Context: an optimization exercise on an open-source flow, tuned for small area, a short achievable clock period and few clock cycles. The choices shown serve that exercise and are no tape-out recipe. In this exercise RTL edits were held to simulation tests only and were not proved equivalent to the original.

P:
==> flow/design.v (excerpt) <==
module GSIM ( clk, reset, in_en, b_in, out_valid, x_out, iter_cnt);
clock: 20.0 ns
lec_check: 0
cap_margin: 20
core_margin: 2
core_utilization: 40
place_density: 0.5
slew_margin: 20
standard.sh (not shown) runs the stock make flow with config.mk's settings and CLKGATE_MAP_FILE= SYNTH_SCRIPT=/design/flow/synth_recipe.tcl, a recipe that flattens the netlist after the stock synthesis.
==> flow/flow/run.sh <==
#!/bin/bash
# Layout flow: the standard synthesis and layout, with two changes.
# 1. After the standard synthesis, fixinv.py flips the polarity of full-adder
#    cells where that removes inverters (a full adder is self-dual); the logic
#    function and every register stay as they are.
# 2. The layout's timing repair aims for extra setup slack (SETUP_SLACK_MARGIN 8)
#    so that the achieved period shrinks; constraints are unchanged.
# Each tool's output goes to a log file of its own in this folder.
set -euo pipefail
R=orfs/results/${FLOW_PLATFORM:-sky130hd}/GSIM/base
bash standard.sh synth > synth.log 2>&1
python3 flow/fixinv.py $R/1_2_yosys.v $R/1_2_yosys_fixinv.v > fixinv.log 2>&1
cp $R/1_2_yosys.v $R/1_2_yosys_orig.v
cp $R/1_2_yosys_fixinv.v $R/1_2_yosys.v
touch $R/1_2_yosys.v
bash standard.sh finish SETUP_SLACK_MARGIN=8 > layout.log 2>&1
Other scripts of this flow, unchanged in this note and not shown: flow/flow/fixinv.py
Testbench counts of P, summed over its fixed seeds: cycles 32,524.
Changes in T relative to P:
-- flow/design.v --
<<< P, line 5
assign s = x ^ y ^ z;
assign c = {(x[W-2:0] & y[W-2:0]) | (x[W-2:0] & z[W-2:0]) | (y[W-2:0] & z[W-2:0]), 1'b0};
endmodule
module gs_bk #(parameter W = 8, parameter L = 3) (x, y, s);
input  [W-1:0] x, y;
output [W-1:0] s;
wire [W-1:0] gu [0:L];
wire [W-1:0] pu [0:L];
wire [W-1:0] gd [0:L];
assign gu[0] = x & y;
assign pu[0] = x ^ y;
genvar l, i;
generate
    for (l = 1; l <= L; l = l + 1) begin : up
        for (i = 0; i < W; i = i + 1) begin : b
            if ((i + 1) % (1 << l) == 0) begin : n
                assign gu[l][i] = gu[l-1][i] | (pu[l-1][i] & gu[l-1][i - (1 << (l-1))]);
                assign pu[l][i] = pu[l-1][i] & pu[l-1][i - (1 << (l-1))];
            end else begin : w
                assign gu[l][i] = gu[l-1][i];
                assign pu[l][i] = pu[l-1][i];
            end
        end
    end
    assign gd[L] = gu[L];
    for (l = L; l >= 1; l = l - 1) begin : dn
        for (i = 0; i < W; i = i + 1) begin : b
            if ((i + 1) % (1 << l) == (1 << (l-1)) && i >= (1 << l)) begin : n
                assign gd[l-1][i] = gd[l][i] | (pu[l-1][i] & gd[l][i - (1 << (l-1))]);
            end else begin : w
                assign gd[l-1][i] = gd[l][i];
            end
        end
    end
endgenerate
assign s = pu[0] ^ {gd[0][W-2:0], 1'b0};
endmodule
module gs_pre (m3, m2, p1, p2, b, rs, rc);
>>> T, line 5
assign s = x ^ y ^ z;
assign c = {(x[W-2:0] & y[W-2:0]) | (x[W-2:0] & z[W-2:0]) | (y[W-2:0] & z[W-2:0]), 1'b0};
endmodule
module gs_pre (m3, m2, p1, p2, b, rs, rc);
<<< P, line 68
assign rc = c7;
endmodule
module gs_row (rs, rc, m1, p3, old, v, ne);
input  [54:0] rs, rc;
input  [48:0] m1, p3;
input  [48:0] old;
output [48:0] v;
output [6:0]  ne;    
wire [54:0] e1 = {{6{m1[48]}}, m1};
wire [54:0] e3 = {{6{p3[48]}}, p3};
>>> T, line 34
assign rc = c7;
endmodule
module gs_row (rs, rc, m1, p3, v);
input  [54:0] rs, rc;
input  [48:0] m1, p3;
output [48:0] v;
wire [54:0] e1 = {{6{m1[48]}}, m1};
wire [54:0] e3 = {{6{p3[48]}}, p3};
<<< P, line 83
gs_csa #(55) k5 (s4, c4, s4 << 1, s5, c5);
gs_csa #(55) k6 (s5, c5, c4 << 1, s6, c6);  
wire [52:0] ab;
gs_bk #(53, 6) kab (s4[52:0], c4[52:0], ab);
wire [54:0] u  = s6 + c6;
wire [80:0] w0 = {28'b0, ab};
>>> T, line 47
gs_csa #(55) k5 (s4, c4, s4 << 1, s5, c5);
gs_csa #(55) k6 (s5, c5, c4 << 1, s6, c6);  
wire [52:0] ab = s4[52:0] + c4[52:0];
wire [54:0] u  = s6 + c6;
wire [80:0] w0 = {28'b0, ab};
<<< P, line 105
wire [80:0] pr = t7 + d7;
assign v = pr[80:32];
wire [32:0] lo = {1'b0, t7[31:0]} + {1'b0, d7[31:0]};
wire [48:0] ht = t7[80:32];
wire [48:0] hd = d7[80:32];
wire [48:0] kc = {(ht[47:0] & hd[47:0]) | ((ht[47:0] ^ hd[47:0]) & ~old[47:0]), lo[32]};
wire [48:0] df = ht ^ hd ^ old ^ kc;
genvar k;
generate for (k = 0; k < 7; k = k + 1) begin : gr
    assign ne[k] = |df[7*k +: 7];
end endgenerate
endmodule
module GSIM ( clk, reset, in_en, b_in, out_valid, x_out, iter_cnt);
>>> T, line 68
wire [80:0] pr = t7 + d7;
assign v = pr[80:32];
endmodule
module GSIM ( clk, reset, in_en, b_in, out_valid, x_out, iter_cnt);
<<< P, line 171
    wire [WS-1:0] m1  = sm1 & e1;
    wire [WS-1:0] p3  = sp3 & e3;
    wire [6:0] ne;
    gs_row ur (RS[WA*g +: WA], RC[WA*g +: WA], m1, p3, cur, nv[WS*g +: WS], ne);
    wire [WS-1:0] m3n = sm2 & {WS{msk[6*g + 3]}};
    wire [WS-1:0] m2n = sm1 & {WS{msk[6*g + 2]}};
>>> T, line 125
    wire [WS-1:0] m1  = sm1 & e1;
    wire [WS-1:0] p3  = sp3 & e3;
    gs_row ur (RS[WA*g +: WA], RC[WA*g +: WA], m1, p3, nv[WS*g +: WS]);
    wire [WS-1:0] m3n = sm2 & {WS{msk[6*g + 3]}};
    wire [WS-1:0] m2n = sm1 & {WS{msk[6*g + 2]}};
<<< P, line 181
    assign row15[g] = (row == 4'd15);
    assign row1[g]  = (row == 4'd1);
    assign grp_n[7*g +: 7] = ne & {7{now_v[g]}};
    assign cq[g] = |grp[7*g +: 7];
end endgenerate
>>> T, line 134
    assign row15[g] = (row == 4'd15);
    assign row1[g]  = (row == 4'd1);
    wire [WS-1:0] dif = nv[WS*g +: WS] ^ cur;
    genvar k;
    for (k = 0; k < 7; k = k + 1) begin : gr
        assign grp_n[7*g + k] = now_v[g] & (|dif[7*k +: 7]);
    end
    assign cq[g] = |grp[7*g +: 7];
end endgenerate
Notes after the runs:
Compared with P, T has less setup slack.
T -> P: sequential share of layout area flat
In the reports for P and T, the larger routability congestion estimate belongs to P.
Between P and T, half-perimeter wire length after detailed placement is lower for T, P comes in above that.
Going from P to T, the number of buffers other than clock buffers in the final layout was found to have gone up by 52%.
Compared to P, T has summed instance area of the synthesized netlist 2.0% lower.
Cell area | T vs P | T larger
The higher number of antenna violations at the first check in global routing came out of P.
Relative to P, the length of routed met2 wiring measured on T has decreased by a few percent.
Testbench counts of T, summed over its fixed seeds: cycles 32,524.

what the ideal ports hide:
In the flow no input, the clock included, has a driving cell. The finished layouts below were timed again as built, in two steps.
Step 1 sets driving cells, clkbuf_16 on the clock port and buf_2 on the other inputs (assumed; they add their load-dependent delay and slew).
Step 2 times the ports against the registers' clock, not the clock port: input delays grow and output delays shrink by t, the midpoint of the rising clock arrivals with the driver on.
a / b / c = ideal ports / drivers / drivers and shift; a / b = the first two.
run	t (ns)	setup WS [ns]	worst hold slack (ns)	latest minus earliest clock arrival (ns)
P	1.004	8.240 / 8.240 / 8.240	0.311 / 0.311 / 0.311	0.090 / 0.090
T	1.006	8.033 / 8.033 / 8.033	0.268 / 0.268 / 0.268	0.113 / 0.113
After both steps setup and hold are still met in every run listed.
